From an optimization exercise on the open Yosys and OpenROAD flow, aimed at small area, a short achievable clock period and few clock cycles per item; shortcuts taken in it are not production practice.
In this exercise RTL edits were held to simulation tests only and were not proved equivalent to the original.

**design.v**
```verilog
module add(
    input [31:0] A_in,
    input [31:0] B_in,
    input Ctr_in,  
    input en,
    input clk,
    output [31:0] S,
    output Cout,
    output reg done,
    output reg [3:0] flag
);  
    parameter OVERFLOW=3;
    parameter ZERO=2;
    parameter SIGN=1;
    parameter CARRY=0;
    reg [31:0] A;
    reg [31:0] B;
    reg Ctr;
    reg counter;
    always @(posedge clk) begin
        if(en) begin
            if(counter == 0) begin
                A <= A_in;
                Ctr <= Ctr_in;
                if(Ctr_in) begin
                    B <= ~B_in;
                end else begin
                    B <= B_in;
                end
                done <= 0;
                counter <= 1;
            end else begin
                if(Cout) begin
                    flag[CARRY] <= 1;
                    flag[OVERFLOW] <= 1;
                end else begin
                    flag[CARRY] <= 0;
                    flag[OVERFLOW] <= 0;
                end
                if(S[31]) begin
                    flag[SIGN] <= 1;
                end else begin
                    flag[SIGN] <= 0;
                end
                if(S == 0) begin
                    flag[ZERO] <= 1;
                end else begin
                    flag[ZERO] <= 0;
                end
                done <= 1;
                counter <= 0;
            end
        end else begin
            done <= 0;
            counter <= 0;
        end
    end
    genvar i;
    wire [6:0] Cout_temp;
    generate
        for(i = 0; i < 7; i = i + 1) begin : CLA_i_gen
            CLA CLA_i(
                .A(A[4*i+3:4*i]),
                .B(B[4*i+3:4*i]),
                .Cin(i == 0 ? Ctr : Cout_temp[i-1]),
                .S(S[4*i+3:4*i]),
                .Cout(Cout_temp[i])
            );
        end
        CLA CLA_7(
            .A(A[31:28]),
            .B(B[31:28]),
            .Cin(Cout_temp[6]),
            .S(S[31:28])
        );
    endgenerate
    assign Cout = A[31]&B[31]&(~S[31]) | (~A[31])&(~B[31])&S[31];
endmodule
module CLA(
    input [3:0] A,
    input [3:0] B,
    input Cin,
    output [3:0] S,
    output Cout
);  
    wire [3:0] G;
    wire [3:0] P;
    genvar i;
    generate
        for(i = 0; i < 4; i = i + 1) begin : P_G_gen
            assign G[i] = A[i] & B[i];  
            assign P[i] = A[i] | B[i];  
        end
    endgenerate
    wire [3:0] Gi_0;
    wire P3_0 = P[3] & P[2] & P[1] & P[0];
    genvar j;
    generate
        assign Gi_0[0] = G[0];
        for(j = 1; j < 4; j = j + 1) begin : Gi_gen
            assign Gi_0[j] = G[j] | (P[j] & Gi_0[j-1]);
        end
    endgenerate
    assign Cout = Gi_0[3] | (P3_0 & Cin);
    wire [2:0] Cout_temp;
    genvar k;
    generate
        FA Sum_0(
            .A(A[0]),
            .B(B[0]),
            .Cin(Cin),
            .S(S[0]),
            .Cout(Cout_temp[0])
        );
        for(k = 1; k < 3; k = k + 1) begin : Sum_gen
            FA Sum_i(
                .A(A[k]),
                .B(B[k]),
                .Cin(Cout_temp[k-1]),  
                .S(S[k]),
                .Cout(Cout_temp[k])
            );
        end
        FA Sum_3(
            .A(A[3]),
            .B(B[3]),
            .Cin(Cout_temp[2]),
            .S(S[3])
        );
    endgenerate
endmodule  
module FA(
    input A,
    input B,
    input Cin,
    output S,
    output Cout
);
    assign S = A ^ B ^ Cin;
    assign Cout = (A & B) | (A & Cin) | (B & Cin); 
endmodule
module mul(
    input [31:0] M_in,
    input [31:0] Q_in,
    input clk,
    input reset,
    input en,
    output reg done,
    output [63:0] A_out,  
    output reg [3:0] flag  
);
    parameter OVERFLOW=3;
    parameter ZERO=2;
    parameter SIGN=1;
    parameter CARRY=0;
reg [5:0] counter;
reg signed [31:0] M;
reg signed [31:0] Q;
reg signed [66:0] temp;  
wire signed [1:0] temp_s = {temp[66], temp[66]};  
assign A_out = temp[64:1];
wire signed [33:0] b_M;
wire signed [33:0] b_2M;
wire signed [33:0] b_M_in;
wire signed [33:0] b_2M_in;
assign b_2M = -2*M;  
assign b_M = - M;  
assign b_2M_in = -2*M_in;  
assign b_M_in = - M_in;  
reg signed [33:0] booth_p;  
always @(*) begin  
    if((counter == 0)) begin
        case ({Q_in[1:0],1'b0})  
            3'b000: booth_p <= 0;
            3'b001: booth_p <= {M_in[31], M_in[31], M_in};  
            3'b010: booth_p <= {M_in[31], M_in[31], M_in};
            3'b011: booth_p <= {M_in[31],M_in, 1'b0};  
            3'b100: booth_p <= b_2M_in; 
            3'b101: booth_p <= {b_M_in};  
            3'b110: booth_p <= b_M_in;
            3'b111: booth_p <= 0;
        endcase
    end else begin  
        case (temp[2:0])  
            3'b000: booth_p <= 0;
            3'b001: booth_p <= {M[31], M[31], M};  
            3'b010: booth_p <= {M[31], M[31], M};
            3'b011: booth_p <= {M[31], M, 1'b0};  
            3'b100: booth_p <= b_2M;
            3'b101: booth_p <= b_M;
            3'b110: booth_p <= b_M;
            3'b111: booth_p <= 0;
        endcase
    end
end
parameter MUL_CYCLE = 17;
always @(posedge clk) begin
    if(reset) begin
        M <= 0;
        Q <= 0;
        temp <= 0;
        counter <= 0;
        done <= 0;
    end else begin
        if(en) begin
            if(counter == 0) begin
                M <= M_in;
                Q <= Q_in;
                temp[66:35] <= 0;
                temp[34:0] <= {Q_in[31], Q_in[31],Q_in, 1'b0}; 
                done <= 0;
                counter <= counter + 1;
            end else if(counter == MUL_CYCLE) begin
                temp[66:33] <= {temp_s, temp[66:35]} + booth_p;  
                temp[32:0] <= temp[34:2];
                counter <= 0;
                done <= 1;
            end else begin
                temp[66:33] <= {temp_s, temp[66:35]} + booth_p;
                temp[32:0] <= temp[34:2];
                done <= 0;
                counter <= counter + 1;
            end
        end else begin
            temp <= temp;
            M <= M;
            Q <= Q;
            counter <= 0;
            done <= 0;
        end
    end
end
always @(*) begin
    flag[OVERFLOW] = 0;
    flag[CARRY] = 0;
    if(A_out == 0) begin
        flag[ZERO] = 1;
    end else begin
        flag[ZERO] = 0;
    end
    if(A_out[63]) begin
        flag[SIGN] = 1;
    end else begin
        flag[SIGN] = 0;
    end
end
endmodule
module div #(
        parameter WIDTH = 32
    )(
    input [2*WIDTH-1:0] Z_in,
    input [WIDTH-1:0] D_in,
    input clk,
    input reset,
    input en,
    output reg [WIDTH-1:0] Q,
    output reg [WIDTH-1:0] R,
    output reg done,
    output reg [3:0] flag  
);
    parameter OVERFLOW=3;
    parameter ZERO=2;
    parameter SIGN=1;
    parameter CARRY=0;
    parameter MAX_DIV_CYCLE = WIDTH+1;
    parameter MAX_CORRECT_CYCLE = 2;
    parameter CHECK_OVERFLOW = 2;
    reg [6:0] div_counter;  
    reg [4:0] correct_counter;  
    reg signed [2*WIDTH:0] S;  
    reg signed [WIDTH:0] D;  
    reg signed [WIDTH:0] Q_t;  
    reg signed [WIDTH:0] D_c;  
    reg Z_in_sign;    
    reg overflow;
    wire [2*WIDTH-1:0] Z_mag = Z_in[2*WIDTH-1] ? (~Z_in + 1'b1) : Z_in;
    wire [2*WIDTH-1:0] D_mag = D_in[WIDTH-1] ? {{WIDTH{1'b0}}, (~D_in + 1'b1)} : {{WIDTH{1'b0}}, D_in};
    wire [2*WIDTH-1:0] D_lim = (D_mag << (WIDTH-1)) + ((Z_in[2*WIDTH-1] ^ D_in[WIDTH-1]) ? D_mag : {2*WIDTH{1'b0}});
    wire div_overflow = (D_in == 0) || (Z_mag >= D_lim);
    wire signed [WIDTH:0] D_abs = (D_in[WIDTH-1] == 1) ? D_c : D;
    wire signed [WIDTH:0] S_abs = (S[2*WIDTH] == 1) ? (~S[2*WIDTH:WIDTH] + 1) : S[2*WIDTH:WIDTH];
    always @(posedge clk) begin
        if(div_counter == 0) begin
            D_c <= ~{D_in[WIDTH-1],D_in}+1;
        end else begin
            D_c <= ~D + 1;
        end
        if(div_counter == 0) begin
            Z_in_sign <= Z_in[2*WIDTH-1];
        end else begin
            Z_in_sign <= Z_in_sign;
        end
    end
    always @(posedge clk) begin
        if(reset) begin
            S <= 0;
            D <= 0;
            Q_t <= 0;
            div_counter <= 0;
            correct_counter <= 0;
            Q <= 0;
            R <= 0;
            done <= 0;
            overflow <= 0;
        end else begin
            if(en) begin
                if(div_counter == 0) begin
                    S <= {Z_in[2*WIDTH-1], Z_in};  
                    D <= {D_in[WIDTH-1], D_in};  
                    Q_t <= 0;
                    div_counter <= div_counter + 1;
                    correct_counter <= 0;
                    Q <= 0;
                    R <= 0;
                    done <= 0;
                    overflow <= 0;
                end else if(correct_counter == MAX_CORRECT_CYCLE) begin  
                    S <= 0;
                    D <= 0;
                    Q_t <= 0;
                    div_counter <= 0;
                    correct_counter <= 0;
                    Q <= Q_t[WIDTH-1:0];
                    R <= S[2*WIDTH-1:WIDTH];
                    done <= 1;
                    overflow <= 0;
                end else if((div_counter == MAX_DIV_CYCLE) && (correct_counter != 0) && (correct_counter != MAX_CORRECT_CYCLE)) begin  
                    if(S[2*WIDTH] ^ D[WIDTH]) begin  
                        Q_t <= Q_t - 1;
                        S[2*WIDTH:WIDTH] <= S[2*WIDTH:WIDTH] + D;
                    end else begin  
                        Q_t <= Q_t + 1;
                        S[2*WIDTH:WIDTH] <= S[2*WIDTH:WIDTH] + D_c;
                    end
                    div_counter <= div_counter;
                    correct_counter <= correct_counter + 1;  
                    Q <= 0;
                    R <= 0;
                    done <= 0;
                    overflow <= 0;
                end else if((div_counter == MAX_DIV_CYCLE) && (correct_counter == 0)) begin  
                    if((S_abs >= D_abs)||((Z_in_sign ^ S[2*WIDTH]) && (S[2*WIDTH:WIDTH] != 0))) begin  
                        S <= S;
                        D <= D;
                        Q_t[WIDTH] <= ~Q_t[WIDTH-1];  
                        Q_t[WIDTH-1:1] <= Q_t[WIDTH-2:0];  
                        Q_t[0] <= 1;  
                        div_counter <= div_counter;
                        correct_counter <= correct_counter + 1;  
                        Q <= 0;
                        R <= 0;
                        done <= 0;
                        overflow <= 0;  
                    end else begin  
                        S <= S;
                        D <= D;
                        Q_t <= 0;
                        div_counter <= 0;
                        correct_counter <= correct_counter + 1;  
                        Q[WIDTH-1:1] <= Q_t[WIDTH-2:0];  
                        Q[0] <= 1;  
                        R <= S[2*WIDTH-1:WIDTH];
                        done <= 1;
                        overflow <= 0;   
                    end 
                end else if(div_counter == CHECK_OVERFLOW )begin  
                    if(div_overflow) begin  
                        S <= 0;
                        D <= 0;
                        Q_t <= 0;
                        div_counter <= 0;
                        correct_counter <= 0;
                        Q <= 0;
                        R <= 0;
                        done <= 1;
                        overflow <= 1;
                    end else begin
                        if(S[2*WIDTH] ^ D[WIDTH]) begin  
                            S[2*WIDTH:WIDTH] <= S[2*WIDTH-1:WIDTH-1] + D;  
                            Q_t[0] <= 0; 
                        end else begin
                            S[2*WIDTH:WIDTH] <= S[2*WIDTH-1:WIDTH-1] + D_c;  
                            Q_t[0] <= 1; 
                        end
                        S[WIDTH-1:0] <= {S[WIDTH-2:0],1'b0};  
                        Q_t[WIDTH:1] <= Q_t[WIDTH-1:0];  
                        D <= D; 
                        div_counter <= div_counter + 1;
                        correct_counter <= 0;
                        Q <= 0;
                        R <= 0;
                        done <= 0;
                        overflow <= 0;
                    end
                end else begin  
                    if(S[2*WIDTH] ^ D[WIDTH]) begin  
                        S[2*WIDTH:WIDTH] <= S[2*WIDTH-1:WIDTH-1] + D;  
                        Q_t[0] <= 0; 
                    end else begin
                        S[2*WIDTH:WIDTH] <= S[2*WIDTH-1:WIDTH-1] + D_c;  
                        Q_t[0] <= 1; 
                    end
                    S[WIDTH-1:0] <= {S[WIDTH-2:0],1'b0};  
                    Q_t[WIDTH:1] <= Q_t[WIDTH-1:0];  
                    D <= D; 
                    div_counter <= div_counter + 1;
                    correct_counter <= 0;
                    Q <= 0;
                    R <= 0;
                    done <= 0;
                    overflow <= 0;
                end
            end else begin
                    S <= 0;
                    D <= 0;
                    Q_t <= 0;
                    div_counter <= 0;
                    correct_counter <= 0;
                    Q <= 0;
                    R <= 0;
                    done <= 0;
                    overflow <= 0;
            end
        end
    end
    always @(*) begin
        flag[OVERFLOW] = overflow;
        if(Q[WIDTH-1] == 1) begin
            flag[SIGN] = 1;
        end else begin
            flag[SIGN] = 0;
        end
        if(Q == 0) begin
            flag[ZERO] = 1;
        end else begin
            flag[ZERO] = 0;
        end
        flag[CARRY] = 0;
    end
endmodule
module ALU #(
    parameter WIDTH = 32
)(
    input [WIDTH-1:0] num_1,
    input [WIDTH-1:0] num_2,
    input [WIDTH-1:0] sub_reg_input,
    input [3:0] opcode,  
    input clk,
    output reg [WIDTH-1:0] result,
    output reg [WIDTH-1:0] sub_reg_result,
    output reg done,
    output reg [3:0] flag  
);
    parameter OVERFLOW=3;
    parameter ZERO=2;
    parameter SIGN=1;
    parameter CARRY=0;
    parameter ADD = 4'b0000;
    parameter SUB = 4'b0001;
    parameter MUL = 4'b0010;
    parameter DIV = 4'b0011;  
    parameter NEG = 4'b0100;  
    parameter AND = 4'b0101;
    parameter OR  = 4'b0110;
    parameter XOR = 4'b0111;
    parameter NOT = 4'b1000;  
    parameter ADD_CTR = 1'b0;
    parameter SUB_CTR = 1'b1;
    reg ADD_input_en;
    reg ADD_input_Ctr;
    wire signed [WIDTH-1:0] ADD_output_S;
    wire ADD_output_Cout;
    wire ADD_output_done;
    wire [3:0] ADD_output_flag;
    reg SUB_input_en;
    reg SUB_input_Ctr;
    wire signed [WIDTH-1:0] SUB_output_S;
    wire SUB_output_Cout;
    wire SUB_output_done;
    wire [3:0] SUB_output_flag;
    reg NEG_input_en;
    reg NEG_input_Ctr;
    wire signed [WIDTH-1:0] NEG_output_S;
    wire NEG_output_Cout;
    wire NEG_output_done;
    wire [3:0] NEG_output_flag;
    reg MUL_input_en;
    reg MUL_input_reset;
    wire signed [WIDTH*2-1:0] MUL_output_A;
    wire [3:0] MUL_output_flag;
    wire MUL_done;
    reg DIV_input_en;
    reg DIV_input_reset;
    wire signed [WIDTH-1:0] DIV_output_Q;
    wire signed [WIDTH-1:0] DIV_output_R;
    wire DIV_done;
    wire [3:0] DIV_flag;
    reg AND_en;
    reg [WIDTH-1:0] AND_output;
    reg [3:0] AND_flag;
    reg OR_en;
    reg [WIDTH-1:0] OR_output;
    reg [3:0] OR_flag;
    reg XOR_en;
    reg [WIDTH-1:0] XOR_output;
    reg [3:0] XOR_flag;
    reg NOT_en;
    reg [WIDTH-1:0] NOT_output;
    reg [3:0] NOT_flag;
    add ALU_ADD(
        .A_in(num_1),
        .B_in(num_2),
        .Ctr_in(ADD_CTR),
        .en(ADD_input_en),
        .clk(clk),
        .S(ADD_output_S),
        .Cout(ADD_output_Cout),
        .done(ADD_output_done),
        .flag(ADD_output_flag)
    );
    add ALU_SUB(
        .A_in(num_1),
        .B_in(num_2),
        .Ctr_in(SUB_CTR),
        .en(SUB_input_en),
        .clk(clk),
        .S(SUB_output_S),
        .Cout(SUB_output_Cout),
        .done(SUB_output_done),
        .flag(SUB_output_flag)
    );
    add ALU_NEG(
        .A_in(0),
        .B_in(num_1),
        .Ctr_in(SUB_CTR),
        .en(NEG_input_en),
        .clk(clk),
        .S(NEG_output_S),
        .Cout(NEG_output_Cout),
        .done(NEG_output_done),
        .flag(NEG_output_flag)
    );
    mul ALU_MUL(
        .M_in(num_1),
        .Q_in(num_2),
        .clk(clk),
        .reset(0),
        .en(MUL_input_en),
        .done(MUL_done),
        .A_out(MUL_output_A),
        .flag(MUL_output_flag)
    );
    div #(.WIDTH(WIDTH)) ALU_DIV(
        .Z_in({sub_reg_input, num_1}),
        .D_in(num_2),
        .clk(clk),
        .reset(DIV_input_reset),
        .en(DIV_input_en),
        .done(DIV_done),
        .Q(DIV_output_Q),
        .R(DIV_output_R),
        .flag(DIV_flag)
    );
    always @(*) begin : AND_module
        if(AND_en) begin
            AND_output = num_1 & num_2;
            if(AND_output == 0) begin
                AND_flag[ZERO] = 1;  
            end else begin
                AND_flag[ZERO] = 0;
            end
            AND_flag[OVERFLOW] = 0;
            AND_flag[SIGN] = AND_output[WIDTH-1];
            AND_flag[CARRY] = 0;
        end else begin
            AND_flag = 4'b0000;
            AND_output = 0;
        end
    end
    always @(*) begin : OR_module
        if(OR_en) begin
            OR_output = num_1 | num_2;
            if(OR_output == 0) begin
                OR_flag[ZERO] = 1;  
            end else begin
                OR_flag[ZERO] = 0;
            end
            OR_flag[OVERFLOW] = 0;
            OR_flag[SIGN] = OR_output[WIDTH-1];
            OR_flag[CARRY] = 0;
        end else begin
            OR_flag = 4'b0000;
            OR_output = 0;
        end
    end
    always @(*) begin : XOR_module
        if(XOR_en) begin
            XOR_output = num_1 ^ num_2;
            if(XOR_output == 0) begin
                XOR_flag[ZERO] = 1;  
            end else begin
                XOR_flag[ZERO] = 0;
            end
            XOR_flag[OVERFLOW] = 0;
            XOR_flag[SIGN] = XOR_output[WIDTH-1];
            XOR_flag[CARRY] = 0;
        end else begin
            XOR_flag = 4'b0000;
            XOR_output = 0;
        end
    end
    always @(*) begin : NOT_module
        if(NOT_en) begin
            NOT_output = ~num_1;
            if(NOT_output == 0) begin
                NOT_flag[ZERO] = 1;  
            end else begin
                NOT_flag[ZERO] = 0;
            end
            NOT_flag[OVERFLOW] = 0;
            NOT_flag[SIGN] = NOT_output[WIDTH-1];
            NOT_flag[CARRY] = 0;
        end else begin
            NOT_flag = 4'b0000;
            NOT_output = 0;
        end
    end
    always @(*) begin : OPCODE_drive_output
        ADD_input_en = 0;
        SUB_input_en = 0;
        NEG_input_en = 0;
        MUL_input_en = 0;
        DIV_input_en = 0;
        DIV_input_reset = 0;
        AND_en = 0;
        OR_en = 0;
        XOR_en = 0;
        NOT_en = 0;
        sub_reg_result = 0;
        case(opcode)
            ADD: begin
                ADD_input_en = ~ADD_output_done;  
                flag = ADD_output_flag;
                result = ADD_output_S;
                done = ADD_output_done;
            end
            SUB: begin
                SUB_input_en = ~SUB_output_done;  
                flag = SUB_output_flag;
                result = SUB_output_S;
                done = SUB_output_done;
            end
            NEG: begin
                NEG_input_en = ~NEG_output_done;  
                flag = NEG_output_flag;
                result = NEG_output_S;
                done = NEG_output_done;
            end
            MUL: begin
                MUL_input_en = ~MUL_done;  
                flag = MUL_output_flag;
                {sub_reg_result, result} = MUL_output_A;
                done = MUL_done;
            end
            DIV: begin
                DIV_input_en = ~DIV_done;  
                flag = DIV_flag;
                result = DIV_output_Q;
                sub_reg_result = DIV_output_R;
                done = DIV_done;
            end
            AND: begin
                AND_en = 1;
                flag = AND_flag;
                result = AND_output;
                done = 1;
            end
            OR: begin
                OR_en = 1;
                flag = OR_flag;
                result = OR_output;
                done = 1;
            end
            XOR: begin
                XOR_en = 1;
                flag = XOR_flag;
                result = XOR_output;
                done = 1;
            end
            NOT: begin
                NOT_en = 1;
                flag = NOT_flag;
                result = NOT_output;
                done = 1;
            end 
            default: begin
                result = 0;
                flag = 4'b1111;
                sub_reg_result = 0;
                done = 0;
            end
        endcase
    end
endmodule
```
**run.sh**
```bash
#!/bin/bash
# synth_recipe.tcl (not shown) runs the flow's synth.tcl, then flattens the netlist and writes it again
# the make line also repeats each setting of config.mk as NAME=value (left out here)
make -C /OpenROAD-flow-scripts/flow DESIGN_CONFIG=/design/flow/config.mk WORK_HOME=/design/flow/orfs CLKGATE_MAP_FILE= SYNTH_SCRIPT=/design/flow/synth_recipe.tcl finish
```
**config.mk**
```make
export PLATFORM = sky130hd
export DESIGN_NAME = ALU
export DESIGN_NICKNAME = ALU
export VERILOG_FILES = /design/flow/design.v
export SDC_FILE = /design/flow/constraint.sdc
export NUM_CORES = 4
export LEC_CHECK = 0
export CAP_MARGIN = 20
export CORE_MARGIN = 2
export CORE_UTILIZATION = 40
export PLACE_DENSITY = 0.6
export SLEW_MARGIN = 20
```
**constraint.sdc**
```tcl
create_clock -name core_clock -period 11.0 [get_ports {clk}]
set_input_delay 2.2000 -clock core_clock [delete_from_list [all_inputs] [get_ports {clk}]]
set_output_delay 2.2000 -clock core_clock [all_outputs]
set_load 0.01 [all_outputs]
```
==> impl_metrics.json <==
{
  "drt_iter0_markers": 5334,
  "syn-cell-area_um2": 48300,
  "track_usage_pct": 32.78,
  "crit_type": "input pin to flop",
  "worstSetupEndpointType": "flop",
  "max_freq_ghz": 0.09347,
  "rsz0062_at_grt": "true",
  "crit_path_frequent_cell": "fa_1",
  "first_pass_iters": 7,
  "synth_seq_cells": 522,
  "cts_max_level": 3,
  "syn_avg_cell_area_um2": 8.682,
  "cts_buffers": 68,
  "vias": 45460,
  "cts.reportedPaths.clkPinSlew_ps": 60,
  "core-area_um2": 119800,
  "hold_violations": 0,
  "pre_cts_ws_ps": -536.1,
  "required_ps": 11370,
  "cts-root-buf": "clkbuf_16",
  "grt_pass1_wl_um": 296400,
  "tightest_slew_ps": 1259,
  "postRouteWirelength_um": 206400,
  "start_util_pct": 40.31,
  "synth_nets": 6425,
  "synth_cell_types": 102,
  "gp_congestion": 1.042,
  "fin_cells": 7516,
  "finalWorstSetupSlack_ps": 301.8,
  "hold_path.class": "flop to flop",
  "drc": 0,
  "synth_async_sr_flop_share_pct": 0,
  "nFillCells": 11710,
  "final_layout_size_suffix_gt1_share_pct": 9.153,
  "insertion_delay_ps": 690,
  "fin_crit_sh_pct": 97.26,
  "synth-seq-area-share_pct": 27.21,
  "synth_ff_type": "edfxtp_1",
  "via_per_inst": 6.048,
  "outcome": "no timing/DRC/antenna violations",
  "fin_setup_tns_ps": 0,
  "setup_viol": 0,
  "antenna_found_initial": 6,
  "slowest_stage": "fa_2",
  "wl_per_cell_um": 27.46,
  "grt_max_degree": 83,
  "arrival_ps": 11070,
  "crit_path_max_fanout": 4,
  "dp_hpwl_um": 161100,
  "dieArea_um2": 123500,
  "synth_edf_count": 269,
  "final_core_util_pct": 46.64,
  "clkSinkCount": 522,
  "cts_tree": "done",
  "boundaryPins": 170,
  "synth_cells": 5563,
  "start_kind": "input pin",
  "relSlewSlack_pct": 15.31,
  "worstHoldPathCells": 1,
  "yosys_warnings": 5,
  "clock_path_buffers": 3,
  "period_minus_slack_ps": 10700,
  "die_w_um": 351.5,
  "drt.antenna.violating_nets": 0,
  "final_nets": 6706,
  "reg2regPathDepth": 20,
  "cpPeakStageDelay_ps": 620,
  "die_h_um": 351.5,
  "syn_to_final_growth_pct": 15.70,
  "port_buffers": 169,
  "cap_violations": 0,
  "place_inst": 7385,
  "drv_slew": 0,
  "clock_skew_ps": 58.01,
  "row_count": 127,
  "grt_pass1_vias": 43050,
  "overflow": 0,
  "hold_ws_ps": 468.4
}
==> cells in the final DEF (no fill, tap or decap), drive strengths merged, types with 43 or more instances in the layout <==
cell	n
a31oi	43
mux2i	54
dfxtp	253
nand4	77
xnor2	290
buf	320
fa	187
a221oi	92
edfxtp	269
a22o	64
nor3	133
nand2	540
clkdlybuf4s50	164
and3	47
nor2	384
ha	574
inv	499
clkbuf	80
a21o	95
nor4	99
a21oi	329
and2	43
nand2b	46
a22oi	70
or3	45
nand3	139
xor2	116
o21ai	318
==> metal layers <==
| metal | part of all wire [%] | up-vias | GRT usage (%) | wire [µm] |
|---|---|---|---|---|
| li1 | - | 20460 | - | - |
| met1 | 42 | 21930 | 44.82 | 86090 |
| met2 | 42 | 2531 | 49.26 | 87390 |
| met3 | 9.6 | 542 | 5.443 | 19900 |
| met4 | 6.3 | 0 | 17.86 | 13020 |
| met5 | 0 | - | 0 | 0 |
==> worst max-delay path: cells and delay by family <==
kind                     cells  cell delay (ps)
adder cells (fa/ha/maj)     10             4410
AO/OA/AOI/OAI               11             1950
buffers and inverters        8             1250
AND/OR/NAND/NOR              5              870
XOR/XNOR                     3              380
==> cell families after synthesis <==
kind of cell	Yosys count	synth area share, %
muxes	58	1.212
AOI/OAI and AO/OA	1369	18.71
xor gates and xnor gates	406	7.393
adders and majority gates	768	22.77
and+or+nand+nor	1671	16.67
buffers and inverters	769	6.041
DFF	522	27.21
==> stage by stage <==
stage               area [µm²]
global placement         53460
global route             55870
floorplan                48310
finish                   55880
detailed placement       53460
CTS                      55780
==> repair_timing <==
item | CTS | global route
endpoints found under the hold margin | 0 | 0
setup buffers | 0 | 1
setup endpoints to repair | 0 | 13
resized for setup | 0 | 22
hold buffers | 0 | 0
==> final cells by class <==
cell class	count	area [µm²]	area share (%)
multi-input cells	4272	32440	58.05
flip-flops and latches	522	13140	23.52
repair buffers	486	4093	7.324
well taps	1612	2017	3.609
inverters	494	1864	3.336
clock buffers	80	1807	3.233
clock inverters	46	509.2	0.9113
diodes	4	10.01	0.01791
==> worst paths after layout <==
kind,startpoint,endpoint,slack [ps]
setup / recovery,num_1[8],ALU_MUL.temp[66],300
hold / removal,ALU_DIV.correct_counter[0],ALU_DIV.correct_counter[0],470
setup reg to reg,ALU_MUL.temp[1],ALU_MUL.temp[66],4660
hold reg to reg,ALU_DIV.correct_counter[0],ALU_DIV.correct_counter[0],470
==> synth_stat cells (44+ instances only) <==
cell      number  share of area, %
a21o_1        94               1.5
a21oi_1      329               3.4
a221oi_1      92               1.7
a22o_1        64               1.2
a22oi_1       70               1.1
and3_1        47              0.61
clkbuf_1     234               1.8
dfxtp_1      253                10
edfxtp_1     269                17
fa_1         187               7.8
ha_1         574                15
inv_1        491               3.8
mux2i_1       54               1.1
nand2_1      538               4.2
nand2b_1      45              0.58
nand3_1      139               1.4
nand4_1       77               1.0
nor2_1       382               3.0
nor3_1       129               1.3
nor4_1        96               1.2
o21ai_0      317               3.3
or3_1         44              0.57
xnor2_1      288               5.2
xor2_1       116               2.1
==> registers in the layout, summed over array words and instances (netlist names), 5 cells and up <==
signal                   flops
ALU_DIV.S                   65
ALU_ADD.B                   32
ALU_DIV.D                   32
ALU_ADD.A                   32
ALU_SUB.B                   32
ALU_DIV.R                   32
ALU_DIV.div_counter          7
ALU_MUL.temp                67
ALU_DIV.Q                   32
ALU_SUB.A                   32
ALU_MUL.counter              6
ALU_NEG.B                   32
ALU_DIV.correct_counter      5
ALU_MUL.M                   32
ALU_DIV.Q_t                 32
ALU_DIV.D_c                 33
Testbench counts, summed over its fixed seeds: cycles 286,387, ops 24,000.

[separate check: timing with driven ports]
How much do the figures lean on ideal ports? The routed layout below was timed once more, with nothing changed but the port constraints.
Step 1, drivers: a clkbuf_16 drives clk and a buf_2 each remaining input, both assumed.
Step 2 times the ports against the registers' clock, not the clock port: input delays grow and output delays shrink by t, the midpoint of the rising clock arrivals with the driver on.
Three values: ideal, step 1, step 2; two values: the first two.
shift t [ns]: 0.736
setup slack, ns: 0.302 / 0.348 / -0.389
worst register clock-pin slew, ns: 0.07 / 0.07
worst slew at a driven data input, ns: 0.07
pins driven straight from the clock port: 1
With both steps, setup timing fails in this run, where it was met with ideal ports. For this run, drivers alone change the setup slack by +0.046 ns; drivers and shift together by -0.691 ns.
